Background: an optimization exercise with open tools, aiming at small area. Do not read the settings as production practice.
Function was checked by simulation only, so behaviour that the tests miss may differ from the original.
No activity file was given, so power comes from the tool's default toggle rates.

==> flow/design.v <==
module module_alu (
    input  wire [21:0] x,
    input  wire [21:0] y,
    input  wire        sub,
    output wire [21:0] sum,
    output wire [15:0] sat
);
    assign sum = x + (y ^ {22{sub}}) + {21'd0, sub};
    wire pos_ovf = ~sum[21] & (|sum[20:15]);
    wire neg_ovf =  sum[21] & ~(&sum[20:15]);
    assign sat = pos_ovf ? 16'h7fff : neg_ovf ? 16'h8000 : sum[15:0];
endmodule
module memory (
    input wire clk,
    input wire rst,
    input wire clr,
    input wire we,
    input wire [3:0] waddr,
    input wire [15:0] wdata,
    input wire [3:0] raddr,
    output wire [15:0] rdata
);
    reg ph;
    reg [127:0] s0;
    reg [127:0] s1;
    wire wr = we & ~clr & (waddr[0] != ph);
    always @(posedge clk) ph <= ~ph & ~rst;
    genvar j;
    generate
        for (j = 0; j < 8; j = j + 1) begin : ring
            always @(posedge clk) begin
                s1[16*j +: 16] <= s0[16*j +: 16];
                s0[16*j +: 16] <= ({16{wr & (waddr[3:1] == j)}} & wdata) | ({16{~clr & ~(wr & (waddr[3:1] == j))}} & s1[16*j +: 16]);
            end
        end
    endgenerate
    wire [3:0] pos = {raddr[3:1], raddr[0] ^ ph};
    reg [15:0] rd;
    integer k;
    always @(*) begin
        rd = 16'd0;
        for (k = 0; k < 8; k = k + 1) begin
            rd = rd | (s0[16*k +: 16] & {16{pos == 2*k}});
            rd = rd | (s1[16*k +: 16] & {16{pos == 2*k+1}});
        end
    end
    assign rdata = rd;
endmodule
module lcd (
    input clk_50MHz,
    input reset_n,
    input display_enable,
    input [2:0] opcode_last,
    input [3:0] reg_number,
    input [15:0] reg_value,
    output reg [7:0] LCD_DATA,
    output reg LCD_RS,
    output reg LCD_EN,
    output LCD_RW,
    output wire LCD_ON
);
    assign LCD_RW = 1'b0;
    assign LCD_ON = 1'b1;
    localparam [4:0]
        S_OFF   = 5'd0,
        S_PWR   = 5'd1,
        S_W15   = 5'd2,
        S_FS1   = 5'd3,
        S_FS2   = 5'd4,
        S_FS3   = 5'd5,
        S_FSF   = 5'd6,
        S_DOFF  = 5'd7,
        S_DCLR  = 5'd8,
        S_EM    = 5'd9,
        S_DON   = 5'd10,
        S_IDLE0 = 5'd11,
        S_IDLE  = 5'd12,
        S_PRE   = 5'd13,
        S_SA1   = 5'd14,
        S_WC1   = 5'd15,
        S_SA2   = 5'd16,
        S_WC2   = 5'd17;
    reg [4:0] state;
    reg [3:0] idx;
    reg [3:0] cnt_lo;
    reg [15:0] cnt_hi;
    wire [15:0] hi_next = {cnt_hi[14:0], ~(cnt_hi[15] ^ cnt_hi[14] ^ cnt_hi[12] ^ cnt_hi[3])};
    wire c0     = (cnt_lo == 4'd0)  & (cnt_hi == 16'h0000);   
    wire c1_    = (cnt_lo == 4'd1)  & (cnt_hi == 16'h0000);   
    wire c2001  = (cnt_lo == 4'd1)  & (cnt_hi == 16'h6b08);   
    wire c4002  = (cnt_lo == 4'd2)  & (cnt_hi == 16'h53e5);   
    wire c7002  = (cnt_lo == 4'd10) & (cnt_hi == 16'h32b2);   
    wire c102k  = (cnt_lo == 4'd2)  & (cnt_hi == 16'h24b9);   
    wire c207k  = (cnt_lo == 4'd10) & (cnt_hi == 16'h8464);   
    wire c750k  = (cnt_lo == 4'd0)  & (cnt_hi == 16'h7b0b);   
    reg [2:0] s_op;
    reg [3:0] s_rn;
    reg s_neg;
    reg [15:0] v;
    reg [3:0] dig;
    reg blank;
    wire at_end = (state == S_W15 && c750k) | (state == S_FS1 && c207k) |
                  (state == S_DCLR && c102k) | (state == S_DON && c2001) |
                  ((state == S_SA1 || state == S_WC1 || state == S_SA2 || state == S_WC2) && c4002) |
                  ((state == S_FS2 || state == S_FS3 || state == S_FSF || state == S_DOFF || state == S_EM) && c7002);
    reg [7:0] c1;
    always @(*) begin
        c1 = " ";
        case (s_op)
            3'b000: case (idx) 0: c1 = "L"; 1: c1 = "O"; 2: c1 = "A"; 3: c1 = "D"; default: ; endcase
            3'b001: case (idx) 0: c1 = "A"; 1: c1 = "D"; 2: c1 = "D"; default: ; endcase
            3'b010: case (idx) 0: c1 = "A"; 1: c1 = "D"; 2: c1 = "D"; 3: c1 = "I"; default: ; endcase
            3'b011: case (idx) 0: c1 = "S"; 1: c1 = "U"; 2: c1 = "B"; default: ; endcase
            3'b100: case (idx) 0: c1 = "S"; 1: c1 = "U"; 2: c1 = "B"; 3: c1 = "I"; default: ; endcase
            3'b101: case (idx) 0: c1 = "M"; 1: c1 = "U"; 2: c1 = "L"; default: ; endcase
            3'b110: case (idx) 0: c1 = "C"; 1: c1 = "L"; 2: c1 = "E"; 3: c1 = "A"; 4: c1 = "R"; default: ; endcase
            3'b111: case (idx) 0: c1 = "D"; 1: c1 = "P"; 2: c1 = "L"; default: ; endcase
        endcase
    end
    wire dig0 = (dig == 4'd0);
    reg [7:0] c2;
    always @(*) begin
        c2 = " ";
        if (s_op != 3'b110) begin
            case (idx)
                0: c2 = "[";
                1: c2 = {7'h18, s_rn[3]};
                2: c2 = {7'h18, s_rn[2]};
                3: c2 = {7'h18, s_rn[1]};
                4: c2 = {7'h18, s_rn[0]};
                5: c2 = "]";
                10: c2 = s_neg ? "-" : "+";
                11, 12: c2 = (blank & dig0) ? " " : {4'h3, dig};
                13, 14, 15: c2 = {4'h3, dig};
                default: ;
            endcase
        end
    end
    reg [15:0] p;
    reg [3:0] k;
    always @(*) begin
        case (idx)
            4'd9:  begin p = 16'd1;     k = 4'd2;  end
            4'd10: begin p = 16'd10000; k = 4'd5;  end
            4'd11: begin p = 16'd1000;  k = 4'd8;  end
            4'd12: begin p = 16'd100;   k = 4'd11; end
            4'd13: begin p = 16'd10;    k = 4'd14; end
            default: begin p = 16'd1;   k = 4'd1;  end
        endcase
    end
    wire [3:0] bi = cnt_lo + k;
    wire pb = p[bi];
    reg cy;         
    reg restore;    
    reg done;       
    reg hold;       
    wire negp = (idx == 4'd9);
    wire xa = negp ? ~v[0] : v[0];
    wire yb = negp ? 1'b0 : (pb ^ ~restore);
    wire cin = (bi == 4'd0) ? ~restore : cy;
    wire tb = xa ^ yb ^ cin;
    wire co = negp ? (xa & cin) : ((xa & yb) | (xa & cin) | (yb & cin));
    wire run = (state == S_WC2) & ~c0 & ~hold & ~done & ((idx >= 4'd10 && idx != 4'd15) | (negp & s_neg));
    wire pass_end = run & (bi == 4'd15);
    wire latch = (state == S_IDLE) & display_enable;
    always @(posedge clk_50MHz) begin
        if (latch) v <= reg_value;
        else v <= {run ? tb : v[0], v[15:1]};
    end
    always @(posedge clk_50MHz) begin
        if (latch) begin
            s_op <= opcode_last;
            s_rn <= reg_number;
            s_neg <= reg_value[15];
            blank <= 1'b1;
            dig <= 4'd0;
        end else if (state == S_WC2 && c0) begin
            dig <= 4'd0;
            restore <= 1'b0;
            done <= 1'b0;
            hold <= 1'b1;
            if (idx == 4'd11) blank <= dig0;
        end else if (hold) begin
            if (bi == 4'd15) hold <= 1'b0;
        end else if (run) begin
            cy <= co;
            if (pass_end) begin
                if (restore | negp) done <= 1'b1;
                else if (co) dig <= dig + 4'd1;
                else restore <= 1'b1;
            end
        end
    end
    always @(posedge clk_50MHz) begin
        if (!reset_n) begin
            state <= S_OFF;
            LCD_EN <= 0;
            LCD_RS <= 0;
            LCD_DATA <= 0;
            cnt_lo <= 0;
            cnt_hi <= 0;
            idx <= 0;
        end else begin
            case (state)
                S_OFF: begin
                    state <= S_PWR;
                end
                S_PWR: begin
                    state <= S_W15;
                end
                S_IDLE0: state <= S_IDLE;
                S_IDLE: if (display_enable) state <= S_PRE;
                S_PRE: state <= S_SA1;
                default: begin
                    cnt_lo <= cnt_lo + 4'd1;
                    if (cnt_lo == 4'd15) cnt_hi <= hi_next;
                    if (state != S_W15) begin
                        if (c0) begin
                            case (state)
                                S_FS1, S_FS2, S_FS3: LCD_DATA <= 8'h30;
                                S_FSF:  LCD_DATA <= 8'h38;
                                S_DOFF: LCD_DATA <= 8'h08;
                                S_DCLR: LCD_DATA <= 8'h01;
                                S_EM:   LCD_DATA <= 8'h06;
                                S_DON:  LCD_DATA <= 8'h0C;
                                S_SA1:  LCD_DATA <= 8'h80;
                                S_SA2:  LCD_DATA <= 8'hC0;
                                S_WC1:  LCD_DATA <= c1;
                                default: LCD_DATA <= c2;
                            endcase
                            LCD_RS <= (state == S_WC1) | (state == S_WC2);
                        end
                        if (c1_) LCD_EN <= 1;
                        if (c2001) LCD_EN <= 0;
                    end
                    if (at_end) begin
                        cnt_lo <= 0;
                        cnt_hi <= 0;
                        case (state)
                            S_WC1: begin
                                idx <= idx + 4'd1;
                                if (idx == 4'd15) state <= S_SA2;
                            end
                            S_WC2: begin
                                idx <= idx + 4'd1;
                                if (idx == 4'd15) state <= S_IDLE;
                            end
                            S_DON: state <= S_IDLE0;
                            default: state <= state + 5'd1;
                        endcase
                    end
                end
            endcase
        end
    end
endmodule
module module_mini_cpu(
    input clk,
    input rst,               
    input power,
    input send,
    input [17:0] switches,
    output wire [7:0] data,
    output wire rs,
    output wire rw,
    output wire en,
    output wire lcd_on,
    output wire lcd_blon
);
    localparam IDLE       = 3'd1;
    localparam FETCH      = 3'd2;
    localparam DECODE     = 3'd3;
    localparam EXECUTE    = 3'd4;
    localparam UPDATE_LCD = 3'd5;
    reg [2:0] state;
    reg system_on;
    reg prev_power;
    reg prev_send;
    reg mem_reset;
    reg lcd_update_en;
    reg [17:0] ir;
    reg [21:0] acc;
    wire [2:0] op  = ir[17:15];
    wire [2:0] op0 = switches[17:15];
    wire in_decode = (state == DECODE);
    wire in_exec   = (state == EXECUTE);
    wire in_upd    = (state == UPDATE_LCD);
    wire in_last   = (state == IDLE) & lcd_update_en;
    wire [3:0] raddr = in_decode ? ((op0 == 3'b111) ? switches[14:11] : switches[10:7])
                                 : ((op == 3'b001 || op == 3'b011) ? ir[6:3] : ir[10:7]);
    wire [15:0] rdata;
    wire [21:0] A = {{6{rdata[15]}}, rdata};
    wire is_mul  = (op == 3'b101);
    wire mul0    = (op0 == 3'b101);
    wire load0   = (op0 == 3'b000);
    wire mstep   = is_mul & (in_exec | in_upd | in_last);
    wire addsub1 = in_exec & (op == 3'b001 || op == 3'b011);
    wire imm1    = in_exec & (op == 3'b010 || op == 3'b100);
    reg [2:0] bt;
    always @(*) begin
        if (in_decode)     bt = mul0 ? {2'b00, switches[5]} : load0 ? 3'b000 : 3'b001;
        else if (addsub1)  bt = 3'b001;
        else if (!mstep)   bt = 3'b000;
        else if (in_exec)  bt = ir[5:3];
        else if (in_upd)   bt = ir[3:1];
        else               bt = {ir[1:0], 1'b0};
    end
    wire b_neg = bt[2] & ~(bt[1] & bt[0]);
    wire b_one = bt[1] ^ bt[0];
    wire b_two = (bt == 3'b011) | (bt == 3'b100);
    wire [21:0] booth = ({22{b_one}} & A) | ({22{b_two}} & {A[20:0], 1'b0});
    wire use_imm = (in_decode & load0) | imm1;
    wire [5:0] imm6 = in_decode ? switches[9:4] : ir[5:0];
    wire [21:0] ax = ({22{mstep}} & {acc[19:0], 2'b00}) | ({22{~in_decode & ~mstep}} & acc);
    wire [21:0] ay = booth | {16'd0, imm6 & {6{use_imm}}};
    wire asub = in_decode ? (load0 ? switches[10] : (mul0 & switches[6])) :
                addsub1 ? op[1] :
                imm1 ? (ir[6] ^ op[2]) :
                mstep & (ir[6] ^ b_neg);
    wire [21:0] sum;
    wire [15:0] result;
    module_alu alu_inst (.x(ax), .y(ay), .sub(asub), .sum(sum), .sat(result));
    always @(posedge clk) begin
        acc <= sum;
        if (in_decode) ir <= switches;
    end
    reg last_d;
    always @(posedge clk) last_d <= in_last;
    wire mem_we = system_on & (in_last | last_d) & ~(op[2] & op[1]);
    reg mem_reset_d;
    always @(posedge clk) mem_reset_d <= mem_reset;
    memory mem_inst (
        .clk(clk),
        .rst(rst),
        .clr(mem_reset | mem_reset_d),
        .we(mem_we),
        .waddr(ir[14:11]),
        .wdata(result),
        .raddr(raddr),
        .rdata(rdata)
    );
    lcd lcd_inst (
        .clk_50MHz(clk),
        .reset_n(system_on & ~rst),
        .display_enable(lcd_update_en),
        .opcode_last(op),
        .reg_number(ir[14:11]),
        .reg_value(result),
        .LCD_DATA(data),
        .LCD_RS(rs),
        .LCD_EN(en),
        .LCD_RW(rw),
        .LCD_ON(lcd_on)
    );
    assign lcd_blon = 1'b0;
    always @(posedge clk) begin
        if (rst) begin
            state <= IDLE;
            system_on <= 0;
            prev_power <= 1;
            prev_send <= 1;
            mem_reset <= 0;
            lcd_update_en <= 0;
        end else begin
            prev_power <= power;
            prev_send <= send;
            if (power && !prev_power) begin
                system_on <= ~system_on;
                if (!system_on) begin
                    state <= IDLE;
                    mem_reset <= 1;
                end
            end
            if (system_on) begin
                mem_reset <= 0;
                case (state)
                    IDLE: begin
                        lcd_update_en <= 0;
                        if (send && !prev_send) state <= FETCH;
                    end
                    FETCH: state <= DECODE;
                    DECODE: begin
                        if (op0 == 3'b110) mem_reset <= 1;
                        state <= EXECUTE;
                    end
                    EXECUTE: state <= UPDATE_LCD;
                    UPDATE_LCD: begin
                        lcd_update_en <= 1;
                        state <= IDLE;
                    end
                    default: state <= IDLE;
                endcase
            end
        end
    end
endmodule
==> flow/flow/run.sh <==
#!/bin/bash
# Standard ORFS layout (the standard.sh) with these changes to how the
# netlist is mapped and buffered:
#  - ABC maps the logic with an area-oriented script (abc_area.script here)
#    instead of ORFS's delay-oriented one; registers are mapped before ABC,
#    so they are the standard synthesis's, with the same names and cells.
#  - Yosys does not extract adders into full/half-adder cells (ADDER_MAP_FILE
#    empty); ABC maps that logic with the rest.
#  - port buffers use the smallest buffer cell.
# Every tool's output goes to the ORFS logs under orfs/logs and to
# standard.log in this folder.
set -euo pipefail
W=$PWD
rm -rf "$W/scripts_mod"
cp -r "$FLOW_HOME/scripts" "$W/scripts_mod"
cp "$W/flow/abc_area.script" "$W/scripts_mod/abc_area.script"
bash standard.sh SCRIPTS_DIR="$W/scripts_mod" ABC_AREA=1 ADDER_MAP_FILE= \
  "BUFFER_PORTS_ARGS=-buffer_cell sky130_fd_sc_hd__buf_1" finish > "$W/standard.log" 2>&1
==> flow/flow/abc_area.script <==
strash
&get -n
&fraig -x
&put
scorr
dc2
dretime
strash
&get -n
&dch -f
&nf -R 1000
&put
strash
&get -n
&dch -f
&nf -R 1000
&put
==> flow/standard.sh <==
#!/bin/bash
# synth_recipe.tcl (not shown) runs the flow's synth.tcl, then flattens the netlist and writes it again
# the make line also repeats each setting of config.mk as NAME=value (left out here)
make -C /OpenROAD-flow-scripts/flow DESIGN_CONFIG=/design/flow/config.mk WORK_HOME=/design/flow/orfs CLKGATE_MAP_FILE= SYNTH_SCRIPT=/design/flow/synth_recipe.tcl "${@:-finish}"
==> flow/config.mk <==
export PLATFORM = sky130hd
export DESIGN_NAME = module_mini_cpu
export DESIGN_NICKNAME = module_mini_cpu
export VERILOG_FILES = /design/flow/design.v
export SDC_FILE = /design/flow/constraint.sdc
export NUM_CORES = 4
export LEC_CHECK = 0
export CAP_MARGIN = 20
export CORE_MARGIN = 2
export CORE_UTILIZATION = 65
export CTS_BUF_LIST = sky130_fd_sc_hd__clkbuf_8
export CTS_CLUSTER_DIAMETER = 80
export CTS_CLUSTER_SIZE = 15
export PLACE_DENSITY = 0.75
export SLEW_MARGIN = 20
==> flow/constraint.sdc <==
create_clock -name core_clock -period 20.0 [get_ports {clk}]
set_input_delay 4.0000 -clock core_clock [delete_from_list [all_inputs] [get_ports {clk}]]
set_output_delay 4.0000 -clock core_clock [all_outputs]
set_load 0.01 [all_outputs]
==> summary.txt <==
=====================================================================================
Worst R2R Start                                                              state[0]
DRC errors left                                                                     0
Primary flip-flop cell chosen by synthesis mapping                            dfxtp_1
Buffer cell driving the clock tree root                                      clkbuf_8
Internal power contribution                                                   1013 uW
Combinational power share                                                       0.202
Psw                                                                          491.0 uW
Overflow left after global routing                                                  0
Maximum number of pins on one net before global-route repair                       27
Final Cell Area                                                            15450 um^2
Transition time at the pin with the least slew margin                        1.258 ns
Count of unique library cells instantiated by Yosys                                52
Setup fix buffers added after clock tree synthesis                                  0
Max frequency                                                               69.18 MHz
H-tree lvl count                                                                    1
Post-synthesis instance area                                               14260 um^2
Endpoint with the worst hold slack                                       mem_inst.s1[17]
R2r setup slk                                                                 7.74 ns
Kind of end point of the critical path                                           flop
Count of buffers from port buffering                                               31
CTS Buf Count                                                                      29
Max Cap Violations                                                                  0
Outcome                                                      timing/DRC/antenna clean
Maximum vdd ir drop                                                        0.08359 mV
Count of flip-flops with a built-in enable after synthesis                         30
Post-DP HPWL                                                                 27920 um
Delay contributed by the slowest stage of the critical path                   0.83 ns
Final hold violations                                                               0
Post-synthesis sequential area ratio                                           0.5531
Number of hold-repair buffers added at the cts stage                                0
Cell type of the slowest stage on the worst timing path                        nor2_1
Area of the placeable core                                                 21690 um^2
Reg-to-Reg End                                                           mem_inst.s0[94]
WL per Instance                                                              23.94 um
Start-to-end type of the worst setup path                                      in2reg
Via count of the first global-routing pass                                     11.76k
X dimension of the die                                                       152.1 um
Number of resized instances in the post-cts repair step                             0
CTS tree                                                                          yes
Launch point of the worst hold path                                      mem_inst.s0[17]
Number of vias per cell after detailed routing                                  6.727
Final setup vio count                                                               0
Fraction of final layout cells sized beyond drive strength 1                  0.04703
CP Data Required Time                                                        20.48 ns
Number of nets at the end of the flow                                            1546
Minimum period implied by the final worst setup slack                        14.46 ns
Part of the total power dissipated in sequential elements                       0.539
Total track usage                                                              0.3652
Number of antenna diodes                                                            0
Finished Core Util                                                             0.7122
Synth Register Bits                                                               379
Class of the tightest hold or removal check                                   reg2reg
Max Buffers Root-to-Sink                                                            3
Die Footprint                                                              23140 um^2
Count of mapped cells out of synthesis                                           1431
Y dimension of the die                                                       152.1 um
Final clock period utilization by the worst path                               0.7228
Last weighted congestion value of the routability-driven placer                0.9215
Post-route ant nets                                                                 0
Number of placement rows                                                           54
Vias                                                                           12.18k
Reg clk slew, reported paths                                                  0.10 ns
Relative contribution of the clock network to total power                       0.259
Syn Area/Cell                                                              9.966 um^2
Sw frac                                                                        0.3264
Max Transition Viols Final                                                          0
Worst hold stages                                                                   0
# clock sinks                                                                     379
Antenna violations before repair                                                    0
Total iterations of the first detailed-routing run                                  8
Total Negative Setup Slacks                                                      0 ns
Boundary Pins                                                                      35
LEAKAGE                                                                   0.005596 uW
Share of synthesized registers carrying an async set or reset                       0
Detailed Route WL                                                            43350 um
Worst slew margin                                                              0.1604
Critical path launch point type                                            input port
Register-to-Register Path Depth                                                    43
Synthesis-to-finish area growth                                                8.309%
Initial Util                                                                   0.6576
Wire length of the first global-routing pass                                 66870 um
Warning count from the yosys run                                                    3
Worst Path Max Fanout                                                              15
Placed Instance Area                                                       14970 um^2
Clock insertion delay at the later pin of the skew report                     0.64 ns
Count of routing violations after the opening detailed-route iteration           1650
Clk_skew                                                                   0.03891 ns
Arrival time reported for the critical path endpoint                         14.93 ns
Power density over cell area                                             97.40 nW/um^2
Setup repair after global routing missed its margin                             false
=====================================================================================
[metal layers]
metal / vias to the layer above / part of all wire / GRT usage
li1: 5598 / - / -
met1: 5707 / 0.38 / 0.4815
met2: 702 / 0.44 / 0.5751
met3: 176 / 0.11 / 0.06703
met4: 0 / 0.063 / 0.1963
met5: - / 0 / 0
[cell usage in the layout (no fill, tap or decap), types with 18 or more instances in the layout]
cell type    n
dfxtp_1    349
nand2_1    180
o21ai_0    124
nor2_1     107
a22o_1      75
a21oi_1     67
a222oi_1    65
a22oi_1     55
xnor2_1     53
nand3_1     39
buf_4       33
nor3_1      32
buf_1       31
edfxtp_1    30
clkbuf_8    29
nand2b_1    24
clkinv_1    18
[power groups by stage]
stage                     Sequential (uW)  Clock, uW  Combinational, uW
after detailed placement              828          0                294
after global placement                828          0                290
after CTS                             811        391                296
after global routing                  815        417                325
after floorplan                       821          0                186
final                                 811        389                304
[synthesized netlist by cell type (all sizes together), types with 8 or more instances]
master    n  area (um^2)
xor2     15        131.4
maj3      8        80.08
nor4      8        50.05
or2      12        75.07
clkinv   18        67.56
nand2   180        675.7
edfxtp   30        900.9
xnor2    53        464.2
nand2b   24        150.1
a22o     75        656.9
a22oi    55        412.9
and4      9        78.83
nand4    12        75.07
and3     12        75.07
dfxtp   349         6987
a31oi    15        93.84
nor2    114        427.9
a221oi   14        122.6
nor3     32        160.2
nand3    39        195.2
a222oi   65        650.6
a21oi    67        335.3
o21ai   124        620.6
nor2b    16        100.1
[worst max path at each step]
stage / startpoint / to / slack [ns]
after detailed placement: switches[17] / mem_inst.s0[94] / 5.33
after global routing: switches[17] / mem_inst.s0[94] / 4.89
after floorplan: switches[17] / lcd_inst.v[5] / 7.00
after CTS: switches[17] / mem_inst.s0[94] / 5.92
final: switches[17] / mem_inst.s0[94] / 5.54
after global placement: switches[17] / mem_inst.s0[30] / 5.74
[flip-flops by register name (all words and copies together), names as in the netlist, 3 cells and up]
register and cells:
lcd_inst.idx 4, lcd_inst.v 16, state 3, acc 22
mem_inst.s0 128, lcd_inst.state 5, lcd_inst.s_op 3, lcd_inst.dig 4
lcd_inst.cnt_lo 4, lcd_inst.LCD_DATA 8, lcd_inst.cnt_hi 16, lcd_inst.s_rn 4
ir 18, mem_inst.s1 128
[kinds of logic (layout without fill, tap and decap cells)]
kind of cell	after synthesis	count (layout)	share of synthesized area
simple gates	479	479	0.1554
buf+inv	21	120	0.006316
flops	379	379	0.5531
fa+ha+maj	8	8	0.005615
xor+xnor	68	68	0.04176
compound gates	464	464	0.2298
other cells	2	3	0.0005266
mux	10	10	0.007545
[area by class of cell]
type	instances	area (um^2)
sequential	379	7888
tap	280	350.3
timing repair buffer	64	364.1
multi-input combinational	1032	6305
inverter	18	67.56
clock buffer	29	399.1
clock inverter	9	72.57
fill	1700	6242
[worst max-delay path: cells and delay by family]
| family | cells | cell delay [ns] |
|---|---|---|
| AOI/OAI and AO/OA | 21 | 4.03 |
| xor gates and xnor gates | 3 | 1.27 |
| adders and majority gates | 7 | 2.72 |
| buffers and inverters | 4 | 0.97 |
| and+or+nand+nor | 7 | 1.92 |
[stage by stage]
step                setup WS [ns]  power [uW]  hold WS [ns]  instances
global placement            5.742        1118        0.3311       1773
detailed placement          5.331        1122        0.3373       1773
global route                4.892        1557        0.3498       1811
floorplan                   6.998        1007        0.3298       1432
finish                      5.545        1504        0.3301       1811
CTS                         5.917        1498        0.3379       1811

[what the ideal ports hide]
The flow's constraints put no driver on any port. The routed layout listed below was extracted and timed again, unchanged, in two steps.
Step 1 assumes that a clkbuf_16 drives the clock port and a buf_2 every other input.
Step 2 moves the port delays by t, midway between the first and last clock arrival at a register: inputs arrive t later, outputs are due t later. That takes back most of the time a late clock gives input paths.
a / b / c = ideal ports / drivers / drivers and shift; a / b = the first two.
t (ns): 0.669
slack for setup (ns): 5.545 / 5.566 / 4.897
worst setup path after step 2: input to register
After both steps this run still meets setup and hold. For this run, drivers alone change the setup slack by +0.021 ns; drivers and shift together by -0.648 ns.
